What follows belongs to an exercise in optimizing a design on an open flow for small area, a short achievable clock period and few clock cycles; a production flow would make more cautious choices.
No functional check of the RTL was part of any run shown here.
In every run shown here, the design's own scripts or RTL, not TritonCTS, make the clock network.
The clock input has no modelled driver; a real chip could not lean on it and would need a root buffer or a full tree.
Power figures rest on the tool's default switching activity, not on a simulated workload.

### design/flow/flow/run.sh
#!/bin/bash
# Layout flow: the standard ORFS flow (standard.sh), with these changes:
#  - synthesis does not extract full/half adder cells (ADDER_MAP_FILE empty),
#    so ABC maps all of the arithmetic itself;
#  - the port buffers are sky130_fd_sc_hd__buf_1 cells;
#  - the clock tree is one level: the clock port drives four clkbuf_16 cells,
#    one per quarter of the flip-flops. flow/cts.tcl (made by gen/make_cts.py
#    from ORFS's scripts/cts.tcl) replaces ORFS's cts.tcl in a copy of the
#    scripts folder; clock_tree_synthesis is replaced by that buffering.
# make's output goes to make_finish.log; each ORFS step writes its own log
# under orfs/logs/.
set -euo pipefail
rm -rf scripts_mod
cp -r "$FLOW_HOME/scripts" scripts_mod
cp flow/cts.tcl scripts_mod/cts.tcl
bash standard.sh ADDER_MAP_FILE= \
  "BUFFER_PORTS_ARGS=-buffer_cell sky130_fd_sc_hd__buf_1" \
  "SCRIPTS_DIR=$PWD/scripts_mod" \
  finish > make_finish.log 2>&1
### design/flow/flow/cts.tcl
utl::set_metrics_stage "cts__{}"
source $::env(SCRIPTS_DIR)/load.tcl
source $::env(SCRIPTS_DIR)/lec_check.tcl
erase_non_stage_variables cts
load_design 3_place.odb 3_place.sdc
source_step_tcl PRE CTS

# Clone clock tree inverters next to register loads
# so cts does not try to buffer the inverted clocks.
repair_clock_inverters

proc save_progress { stage } {
  puts "Run 'make gui_$stage.odb' to load progress snapshot"
  orfs_write_db $::env(RESULTS_DIR)/$stage.odb
  orfs_write_sdc $::env(RESULTS_DIR)/$stage.sdc
}


# Clock tree: the clock port drives NBUF clkbuf_16 cells, each of which
# drives the flip-flops of one region of the core (a balanced one-level tree).
proc manual_clock_tree { nbuf } {
  set db [ord::get_db]
  set block [ord::get_db_block]
  set master [$db findMaster sky130_fd_sc_hd__clkbuf_16]
  set clk_net [$block findNet clk]
  set sinks {}
  foreach it [$clk_net getITerms] {
    if { [[$it getMTerm] getSigType] == "CLOCK" || [[$it getMTerm] getName] == "CLK" } {
      set inst [$it getInst]
      set bb [$inst getBBox]
      lappend sinks [list $it [expr {([$bb xMin] + [$bb xMax]) / 2}] [expr {([$bb yMin] + [$bb yMax]) / 2}]]
    }
  }
  puts "manual_clock_tree: [llength $sinks] sinks, $nbuf buffers"
  # split into two halves by x, then each half into nbuf/2 groups by y
  set sinks [lsort -integer -index 1 $sinks]
  set n [llength $sinks]
  set half [expr {($n + 1) / 2}]
  set groups {}
  set per [expr {$nbuf / 2}]
  foreach part [list [lrange $sinks 0 [expr {$half - 1}]] [lrange $sinks $half end]] {
    set part [lsort -integer -index 2 $part]
    set m [llength $part]
    for {set k 0} {$k < $per} {incr k} {
      set lo [expr {($m * $k) / $per}]
      set hi [expr {($m * ($k + 1)) / $per - 1}]
      lappend groups [lrange $part $lo $hi]
    }
  }
  set k 0
  foreach grp $groups {
    set sx 0
    set sy 0
    foreach s $grp {
      set sx [expr {$sx + [lindex $s 1]}]
      set sy [expr {$sy + [lindex $s 2]}]
    }
    set cnt [llength $grp]
    set inst [odb::dbInst_create $block $master "clkbuf_m_$k"]
    set net [odb::dbNet_create $block "clk_m_$k"]
    $net setSigType CLOCK
    [$inst findITerm A] connect $clk_net
    [$inst findITerm X] connect $net
    foreach s $grp {
      set it [lindex $s 0]
      $it disconnect
      $it connect $net
    }
    $inst setLocation [expr {$sx / $cnt}] [expr {$sy / $cnt}]
    $inst setPlacementStatus PLACED
    puts "manual_clock_tree: clkbuf_m_$k drives $cnt sinks"
    incr k
  }
  set_propagated_clock [all_clocks]
}

# Run CTS
set cts_args [list \
  -sink_clustering_enable \
  -repair_clock_nets]

append_env_var cts_args CTS_BUF_DISTANCE -distance_between_buffers 1
append_env_var cts_args CTS_CLUSTER_SIZE -sink_clustering_size 1
append_env_var cts_args CTS_CLUSTER_DIAMETER -sink_clustering_max_diameter 1
append_env_var cts_args CTS_BUF_LIST -buf_list 1
append_env_var cts_args CTS_LIB_NAME -library 1


if { [env_var_exists_and_non_empty CTS_ARGS] } {
  set cts_args $::env(CTS_ARGS)
}

set_dont_use $::env(DONT_USE_CELLS)

manual_clock_tree 4

utl::push_metrics_stage "cts__{}__pre_repair_timing"
log_cmd estimate_parasitics -placement
if { $::env(DETAILED_METRICS) } {
  report_metrics 4 "cts pre-repair-timing"
}
utl::pop_metrics_stage

set_placement_padding -global \
  -left $::env(CELL_PAD_IN_SITES_DETAIL_PLACEMENT) \
  -right $::env(CELL_PAD_IN_SITES_DETAIL_PLACEMENT)

set result [catch { detailed_placement } msg]
if { $result != 0 } {
  save_progress 4_1_error
  error "Detailed placement failed in CTS: $msg"
}

log_cmd estimate_parasitics -placement

if { $::env(CTS_SNAPSHOTS) } {
  save_progress 4_1_pre_repair_hold_setup
}

if { !$::env(SKIP_CTS_REPAIR_TIMING) } {
  if { $::env(EQUIVALENCE_CHECK) } {
    write_eqy_verilog 4_before_rsz.v
  }
  if { $::env(LEC_CHECK) } {
    write_lec_verilog 4_before_rsz_lec.v
  }

  repair_timing_helper

  if { $::env(EQUIVALENCE_CHECK) } {
    run_equivalence_test
  }
  if { $::env(LEC_CHECK) } {
    write_lec_verilog 4_after_rsz_lec.v
    run_lec_test 4_rsz 4_before_rsz_lec.v 4_after_rsz_lec.v
  }

  set result [catch { detailed_placement } msg]
  if { $result != 0 } {
    save_progress 4_1_error
    error "Detailed placement failed in CTS: $msg"
  }

  check_placement -verbose
}

report_metrics 4 "cts final"

source_step_tcl POST CTS

orfs_write_db $::env(RESULTS_DIR)/4_1_cts.odb
orfs_write_sdc $::env(RESULTS_DIR)/4_cts.sdc
### design/flow/standard.sh
#!/bin/bash
# synth_recipe.tcl (not shown) runs the flow's synth.tcl, then flattens the netlist and writes it again
# the make line also repeats each setting of config.mk as NAME=value (left out here)
make -C /OpenROAD-flow-scripts/flow DESIGN_CONFIG=/design/flow/config.mk WORK_HOME=/design/flow/orfs CLKGATE_MAP_FILE= SYNTH_SCRIPT=/design/flow/synth_recipe.tcl "${@:-finish}"
### design/flow/config.mk
export PLATFORM = sky130hd
export DESIGN_NAME = ELA
export DESIGN_NICKNAME = ELA
export VERILOG_FILES = /design/flow/design.v
export SDC_FILE = /design/flow/constraint.sdc
export NUM_CORES = 8
export LEC_CHECK = 0
export CAP_MARGIN = 20
export CORE_MARGIN = 2
export CORE_UTILIZATION = 60
export SETUP_SLACK_MARGIN = 4.9
export SLEW_MARGIN = 20
export SYNTH_HIERARCHICAL = 1
### design/flow/constraint.sdc
create_clock -name core_clock -period 7.0 [get_ports {clk}]
set_input_delay 1.4000 -clock core_clock [delete_from_list [all_inputs] [get_ports {clk}]]
set_output_delay 1.4000 -clock core_clock [all_outputs]
set_load 0.01 [all_outputs]
### design/flow/design.v
`timescale 1ns/10ps
module ELA(clk, rst, in_data, data_rd, req, wen, addr, data_wr, done);
	input				clk;
	input				rst;
	input		[7:0]	in_data;
	input		[7:0]	data_rd;
	output				req;
	output	reg			wen;
	output	reg	[9:0]	addr;
	output	reg	[7:0]	data_wr;	 
	output				done;
	reg			interp, fin;
	reg			reqn;		 
	reg			s_rb, s_w;	 
	reg	[7:0]	x;	 
	reg	[7:0]	y;	 
	reg	[7:0]	pp;	 
	reg	[7:0]	q;	 
	reg	[7:0]	r;	 
	reg	[7:0]	dreg, areg;	 
	reg	[7:0]	m;			 
	wire s_rt = ~s_rb & ~s_w;
	assign req  = ~reqn;
	assign done = fin;
	wire [8:0] ix = {addr[9:6], addr[4:0]};
	wire [8:0] kst = {s_rb, s_rb, s_rb, s_rt & interp, s_rb, s_rb, s_rb,
			s_rb | s_w, s_w | ~interp & wen};
	function [8:0] add9;
		input [8:0] u, v;
		integer j; reg c;
		begin
			c = 1'b0;
			for (j = 0; j < 9; j = j + 1) begin
				add9[j] = u[j] ^ v[j] ^ c;
				c = (u[j] & v[j]) | (c & (u[j] ^ v[j]));
			end
		end
	endfunction
	wire [8:0] i_next = add9(ix, kst);
	wire [7:0] d_xy, a_xy;
	ELA_absd u_absd(.x(x), .y(y), .d(d_xy));
	ELA_avg u_avg(.x(x), .y(y), .a(a_xy));
	always @(posedge clk) begin
		dreg <= d_xy;
		areg <= a_xy;
	end
	wire edge_col = (ix[4:0] == 5'd1) || (ix[4:0] == 5'd2);
	wire le;
	ELA_le8 u_le(.v(dreg), .u(m), .le(le));
	wire take = s_w | le | (s_rb & edge_col);
	always @(posedge clk) begin
		if (take)
			m <= dreg;
		if (!interp)
			data_wr <= in_data;
		else if (take)
			data_wr <= areg;
	end
	always @(posedge clk or posedge rst) begin
		if (rst) begin
			interp <= 1'b0;
			reqn <= 1'b0;
			fin <= 1'b0;
			s_rb <= 1'b0;
			s_w <= 1'b0;
			wen <= 1'b0;
		end else if (fin) begin
			wen <= 1'b0;
		end else begin
			if (!interp) begin
				wen <= ~(wen & (&ix));
				if (wen & (&ix)) begin
					interp <= 1'b1;
					reqn <= 1'b1;
				end
			end else begin
				s_rb <= s_rt;
				s_w <= s_rb;
				wen <= s_rb & (ix[8:1] != 8'd16);
				if (s_rb && ix == 9'd1)
					fin <= 1'b1;
			end
		end
	end
	always @(posedge clk)
		addr <= (interp | wen) ? {i_next[8:5], interp & s_rb, i_next[4:0]} : 10'd0;
	always @(posedge clk) begin
		if (s_rt) begin
			x <= y; y <= data_rd; r <= x;
		end else if (s_rb) begin
			x <= r; y <= data_rd; r <= pp; pp <= y;
		end else begin
			x <= r; y <= q; q <= y; r <= pp;
		end
	end
endmodule
module ELA_le8(v, u, le);
	input	[7:0]	v, u;
	output			le;
	wire [7:0] g = v & ~u;
	wire [7:0] e = ~(v ^ u);
	wire g10 = g[1] | e[1] & g[0], e10 = e[1] & e[0];
	wire g32 = g[3] | e[3] & g[2], e32 = e[3] & e[2];
	wire g54 = g[5] | e[5] & g[4], e54 = e[5] & e[4];
	wire g76 = g[7] | e[7] & g[6], e76 = e[7] & e[6];
	wire g30 = g32 | e32 & g10;
	wire g74 = g76 | e76 & g54, e74 = e76 & e54;
	assign le = ~(g74 | e74 & g30);
endmodule
module ELA_absd(x, y, d);
	input	[7:0]	x, y;
	output	[7:0]	d;
	wire [8:0] u = {1'b0, x} - {1'b0, y};
	wire [7:0] w = y - x;
	assign d = u[8] ? w : u[7:0];
endmodule
module ELA_avg(x, y, a);
	input	[7:0]	x, y;
	output	reg	[7:0]	a;
	reg [7:0] g, p, G1, P1, G2, P2, G3, P3;
	integer i;
	always @(*) begin
		g = x & y; p = x ^ y;
		for (i = 0; i < 8; i = i + 1)
			if (i % 2 == 1) begin G1[i] = g[i] | p[i] & g[i-1]; P1[i] = p[i] & p[i-1]; end
			else begin G1[i] = g[i]; P1[i] = p[i]; end
		for (i = 0; i < 8; i = i + 1)
			if (i % 4 >= 2) begin G2[i] = G1[i] | P1[i] & G1[(i/4)*4+1]; P2[i] = P1[i] & P1[(i/4)*4+1]; end
			else begin G2[i] = G1[i]; P2[i] = P1[i]; end
		for (i = 0; i < 8; i = i + 1)
			if (i >= 4) begin G3[i] = G2[i] | P2[i] & G2[3]; P3[i] = P2[i] & P2[3]; end
			else begin G3[i] = G2[i]; P3[i] = P2[i]; end
		a = {G3[7], p[7:1] ^ G3[6:0]};
	end
endmodule
==> qor.csv, run 1 <==
metric,value,unit
Final #Nets,415,
die width,86.7,um
"Hold Violations, Final",0,
share of cells above drive strength 1,28.4,%
1st-iter DRT viols,117,
initial antenna violation count,0,
vias in the first global route,2450,
Port Buffers,38,
fill count,522,
"count leader, synth",dfxtp_1,
register bit count reported by yosys,88,
status,timing/DRC/antenna clean,
largest fanout on the critical path,1,
crit path time final,2100,ps
clock latency on the worst-skew pair,150,ps
Slew headroom,43.7,%
startpoint types,register,
first-pass GRT wire length,11400,um
Flop pwr share,62.5,%
Pre-antenna DRT Iters,4,
GRT Total Usage,18.5,%
HPWL after detailed placement,4960,um
Final Non-Filler Cells,475,
max-slew violations,0,
final worst path period share,30.1,%
number of synthesized flops with an enable pin,32,
LEAKAGE,1.76,nW
die height,86.7,um
die footprint,7520,um2
WP buf/inv,1,
leading area contributor after synthesis,dfxtp_1,
# setup viols final,0,
Placer Congestion,0.867,
"FFs w/ async S/R, synth",6.82,%
clock transition at the registers of the reported paths,80,ps
setup TNS,0,ps
sequential cell area fraction in the yosys report,51.4,%
CP Cell Sequence,buf_2,
synth cell count leaders,"50 x dfxtp_1, 33 x mux2_2, 32 x edfxtp_1",
Main synth FF type,dfxtp_1,
CP peak stage delay,390,ps
Max-cap violations,0,
wl on met1,3510,um
worst clock skew,11.6,ps
WL final,7140,um
CP max stage cell,edfxtp_1,
worst hold path type,reg2reg,
Core Area,6720,um2
Worst EP arrival,700,ps
Vias/cell,5.60,
Switching Fraction,23.1,%
peak supply drop,0.000174,V
CP top delay family,flip-flops,
"Hold-fix buffers, CTS",0,
Synth cell types,71,
total grt overflow,0,
area grow syn2layout,10.5,%
Antenna Nets Post-Route,0,
DR vias,2661,
synthesized netlist net count,369,
Initial Utilization,61.1,%
n_diodes,0,
Tightest Pin Transition,844,ps
Core Rows,30,
met2 routed WL,3380,um
largest net degree at the start of global routing,26,
top post-synthesis cells by area,"dfxtp_1 24%, edfxtp_1 23%, mux2_2 9.1%",
Gate power share,15.3,%
synthesized area,4110,um2
P_int,774,uW
PwrDens,222,nW/um2
Syn Area/Cell,11.7,um2
Syn Inst Count,351,
Clock power frac,22.2,%
crit end category,output pin,
NetSw,232,uW
DRC violations left,0,
placed cell count,459,
highest routed layer,met4,
"Data required, critical path",5600,ps
area share of the largest cell type after synthesis,24.4,%
fmax,475,MHz
unrepaired setup endpoints after global routing,yes,
Yosys Warn Count,8,
Crit Path Category,reg2out,
drt wl/cell,15.0,um
IO Pins,39,
met3 wire len,202,um
-- registers in the layout, indices dropped and copies added (netlist names) --
register / flops
x: 8
areg: 8
y: 8
q: 8
r: 8
addr: 10
wen: 1
interp: 1
s_w: 1
data_wr: 8
fin: 1
pp: 8
m: 8
s_rb: 1
dreg: 8
reqn: 1
-- metal layers --
layer	vias up	GRT usage, %
li1	1345	-
met1	1277	27.6
met2	34	30.6
met3	5	1.62
met4	0	2.13
met5	-	0
-- power by group through the flow --
stage | Sequential [mW] | Clock (mW) | Combinational (mW)
CTS | 0.630 | 0.231 | 0.155
floorplan | 0.633 | 0 | 0.129
finish | 0.628 | 0.223 | 0.154
global route | 0.636 | 0.249 | 0.173
detailed placement | 0.643 | 0 | 0.154
global placement | 0.640 | 0 | 0.152
-- cell usage in the layout, fill, tap and decap left out, drive strengths merged, types with 6 or more instances in the layout --
cell,instances
nand2,16
mux2,33
nand2b,12
mux2i,8
nor2,21
xnor2,23
dfrtp,6
xor2,8
edfxtp,32
inv,16
maj3,8
buf,42
dfxtp,50
clkbuf,12
a21oi,13
o21ai,8
nor2b,13
-- final cells by class --
cell class                      instances  area [um2]  area share (%)
Buffer                                  4         100            2.21
Multi-Input combinational cell        237        1870            41.2
Sequential cell                        88        2150            47.5
Timing Repair Buffer                   50         255            5.63
Inverter                               16        60.1            1.32
Tap cell                               80         100            2.21
-- timing repair --
| item | CTS | global route |
|---|---|---|
| hold endpoints to repair | 0 | 0 |
| setup endpoints to repair | 29 | 32 |
| resized for setup | 20 | 24 |
| buffers inserted | 4 | 8 |
-- logic make-up (layout without fill, tap and decap cells) --
kind of cell    Yosys count  after routing  share of synthesized area, %
mux                      41             41                          11.0
fa+ha+maj                 8              8                          2.10
buf+inv                  26             70                          3.29
compound gates           56             56                          11.1
flops                    88             88                          51.4
xor+xnor                 31             31                          6.80
simple gates            101            101                          14.3
-- worst register-to-register path: cells and delay by family (launching register included) --
family                     cells  cell delay [ps]
adders and majority gates      2              670
DFF                            1              500
and+or+nand+nor                1              100
xor gates and xnor gates       1              240
AOI/OAI and AO/OA              1              350
-- stage by stage --
step	instance area [um2]	hold WS (ps)	utilization, %	total power, mW	setup WS [ps]
after floorplan	4110	401	-	0.762	5110
after global placement	4270	413	63.6	0.792	4800
after detailed placement	4270	416	63.6	0.797	4800
after CTS	4430	437	66.0	1.02	4830
after global routing	4540	444	67.5	1.06	4830
final	4540	435	67.5	1.01	4900
-- final timing paths --
| path | start | to | slack (ps) | depth (start not counted) |
|---|---|---|---|---|
| worst max-delay path | data_wr[1] | data_wr[1] | 4900 | 1 |
| worst min-delay path | dreg[0] | m[0] | 440 | 0 |
| worst max register to register | x[2] | areg[7] | 5040 | 5 |
| worst min register to register | dreg[0] | m[0] | 440 | 0 |
| max in group asynchronous | rst | wen | 5670 | 2 |
| min in group asynchronous | rst | s_rb | 1120 | 2 |
-- per-module statistics from Yosys, one instance, submodules excluded --
module    flip-flops and latches  area, um2  times used  cells inside
ELA_absd                       0        562           1            76
ELA_avg                        0        251           1            32
ELA                           88       3140           1           223
ELA_le8                        0        151           1            20
==> inputs of run 2 (changes only) <==
--- a/design/flow/config.mk
+++ b/design/flow/config.mk
@@ -9,5 +9,5 @@
 export CORE_MARGIN = 2
 export CORE_UTILIZATION = 60
-export SETUP_SLACK_MARGIN = 4.9
+export SETUP_SLACK_MARGIN = 4.85
 export SLEW_MARGIN = 20
 export SYNTH_HIERARCHICAL = 1
==> qor.csv, run 2 <==
metric,value,unit,change
drt wl/cell,15.0,um,about the same
crit path time final,2110,ps,was 2100 ps
die width,86.7,um,unchanged
"count leader, synth",dfxtp_1,,unchanged
die footprint,7520,um2,unchanged
PwrDens,225,nW/um2,was 222 nW/um2
Placed Area,4270,um2,unchanged
clock transition at the registers of the reported paths,90,ps,was 80 ps
Tot Pwr,1.00,mW,was 1.01 mW
register bit count reported by yosys,88,,unchanged
CP max stage cell,dfrtp_1,,was edfxtp_1
max-slew violations,0,,unchanged
max reg flops,10,,unchanged
fmax,474,MHz,was 475 MHz
first-pass GRT wire length,11400,um,about the same
"Data required, critical path",5600,ps,about the same
vias in the first global route,2447,,was 2450
sequential cell area fraction in the yosys report,51.4,%,unchanged
Yosys Warn Count,8,,unchanged
DRC violations left,0,,unchanged
status,timing/DRC/antenna clean,,unchanged
worst hold path type,reg2reg,,unchanged
share of cells above drive strength 1,23.1,%,was 28.4%
worst clock skew,10.7,ps,was 11.6 ps
peak supply drop,0.000174,V,about the same
Worst EP arrival,710,ps,was 700 ps
DR vias,2622,,was 2661
fill count,520,,was 522
WL final,7030,um,was 7140 um
Slew headroom,44.0,%,was 43.7%
CP peak stage delay,380,ps,was 390 ps
Vias/cell,5.59,,was 5.60
LEAKAGE,1.68,nW,was 1.76 nW
GRT Total Usage,18.5,%,about the same
die height,86.7,um,unchanged
Core Rows,30,,unchanged
synthesized area,4110,um2,unchanged
total grt overflow,0,,unchanged
top post-synthesis cells by area,"dfxtp_1 24%, edfxtp_1 23%, mux2_2 9.1%",,unchanged
setup TNS,0,ps,unchanged
Syn Area/Cell,11.7,um2,unchanged
Biggest register,addr,,unchanged
area share of the largest cell type after synthesis,24.4,%,unchanged
largest net degree at the start of global routing,26,,unchanged
unrepaired setup endpoints after global routing,yes,,unchanged
Tightest Pin Transition,838,ps,was 844 ps
synthesized netlist net count,369,,unchanged
number of synthesized flops with an enable pin,32,,unchanged
"commonest non-fill, non-tap cell in the layout",dfxtp_1,,unchanged
leading area contributor after synthesis,dfxtp_1,,unchanged
Main synth FF type,dfxtp_1,,unchanged
initial antenna violation count,0,,unchanged
Core Area,6720,um2,unchanged
"FFs w/ async S/R, synth",6.82,%,unchanged
crit end category,output pin,,unchanged
HPWL after detailed placement,4960,um,unchanged
Crit Path Category,reg2out,,unchanged
Final #Nets,409,,was 415
CP Cell Sequence,inv_2 -> buf_2,,was buf_2
Max-cap violations,0,,unchanged
# setup viols final,0,,unchanged
clock latency on the worst-skew pair,150,ps,about the same
Placer Congestion,0.867,,unchanged
largest fanout on the critical path,2,,was 1
area grow syn2layout,8.41,%,was 10.5%
Antenna Nets Post-Route,0,,unchanged
Port Buffers,38,,unchanged
1st-iter DRT viols,95,,was 117
IO Pins,39,,unchanged
Initial Utilization,61.1,%,unchanged
Pre-antenna DRT Iters,4,,unchanged
startpoint types,register,,unchanged
final worst path period share,30.1,%,about the same
fin area,4450,um2,was 4540 um2
Synth cell types,71,,unchanged
"Hold Violations, Final",0,,unchanged
Syn Inst Count,351,,unchanged
most frequent cells in the layout,"38 x dfxtp_1, 36 x buf_1, 33 x mux2_2",,"was 35 x dfxtp_1, 33 x mux2_2, 32 x edfxtp_1"
synth cell count leaders,"50 x dfxtp_1, 33 x mux2_2, 32 x edfxtp_1",,unchanged
n_diodes,0,,unchanged
## run 2: cell types whose count changed in the layout (fill, tap and decap cells not counted), moves of 3 or more
cell      previous run  this run
clkbuf_2             8         1
buf_2                4         1
buf_1               25        36
dfxtp_1             35        38
dfxtp_4              7         4
buf_4               12         6
## run 2: through the flow
step	hold WS (ps)	worst slack, ps	util, %	cells
global placement	413	4800	63.6	459
detailed placement	416	4800	63.6	459
global route	444	4810	66.2	469
finish	435	4890	66.2	469
floorplan	401	5110	-	351
CTS	437	4830	65.7	466
## run 2: final timing paths
| kind | from | endpoint | slack, ps | depth (start not counted) |
|---|---|---|---|---|
| max reg2reg | x[0] | dreg[4] | 4990 | 7 |
| max in group asynchronous | rst | s_rb | 5660 | 2 |
| min reg2reg | dreg[0] | m[0] | 430 | 0 |
| min in group asynchronous | rst | reqn | 1120 | 2 |
| min | dreg[0] | m[0] | 430 | 0 |
| max | reqn | req | 4890 | 2 |
## run 2: Yosys stat by module, one instance, submodules excluded
module,cells,flip-flops and latches
ELA,223,88
ELA_le8,20,0
ELA_avg,32,0
ELA_absd,76,0
## run 2: cell type report
cell class	instances	area, um2	area share [%]
flip-flops and latches	88	2140	48.1
multi-input cells	237	1860	41.7
repair buffers	44	190	4.27
inverters	16	60.1	1.35
well taps	80	100	2.25
plain buffers	4	100	2.25
## run 2: cell families after synthesis
group	share of synthesized area [%]
XOR/XNOR	6.80
AND/OR/NAND/NOR	14.3
adder cells (fa/ha/maj)	2.10
multiplexers	11.0
AO/OA/AOI/OAI	11.1
flip-flops	51.4
buffers and inverters	3.29
## run 2: timing repair
action | in CTS | in global routing
endpoints found under the setup margin | 24 | 15
endpoints found under the hold margin | 0 | 0
setup buffers | 3 | 3
hold buffers | 0 | 0
resized for setup | 13 | 10
## run 2: layer usage
layer / GRT usage [%] / vias to the layer above / wire [um]
li1: - / 1330 / -
met1: 27.6 / 1246 / 3500
met2: 30.5 / 41 / 3240
met3: 1.62 / 5 / 234
met4: 2.13 / 0 / 50
met5: 0 / - / 0
## run 2: report_power, final
group	internal (mW)	total, mW	switching (mW)
clock	0.104	0.221	0.117
sequential	0.594	0.629	0.0353
combinational	0.0760	0.152	0.0759
## run 2: critical path, delay by kind of cell, from the launching register on
family | cells | cell delay (ps)
flip-flops | 1 | 380
buffers and inverters | 2 | 170

==> re-timing with driven ports <==
The flow's constraints put no driver on any port. The routed layouts listed below were extracted and timed again, unchanged, in two steps.
Step 1 assumes that a clkbuf_16 drives the clock port and a buf_2 every other input.
Step 2 also shifts input and output timing later by t, the mid clock arrival at the registers, as if the neighbouring blocks saw the same clock.
Slacks: ideal / step 1 / step 2; pairs: ideal / step 1.
| run | t, ns | setup WS [ns] | hold WS [ns] | clock arrival spread, ns | worst data-port slew with drivers (ns) |
|---|---|---|---|---|---|
| run 1 | 0.224 | 4.896 / 4.819 / 4.994 | 0.435 / 0.435 / 0.435 | 0.012 / 0.012 | 0.04 |
| run 2 | 0.224 | 4.891 / 4.813 / 4.991 | 0.435 / 0.435 / 0.435 | 0.012 / 0.012 | 0.04 |
After both steps every run listed still meets setup and hold.
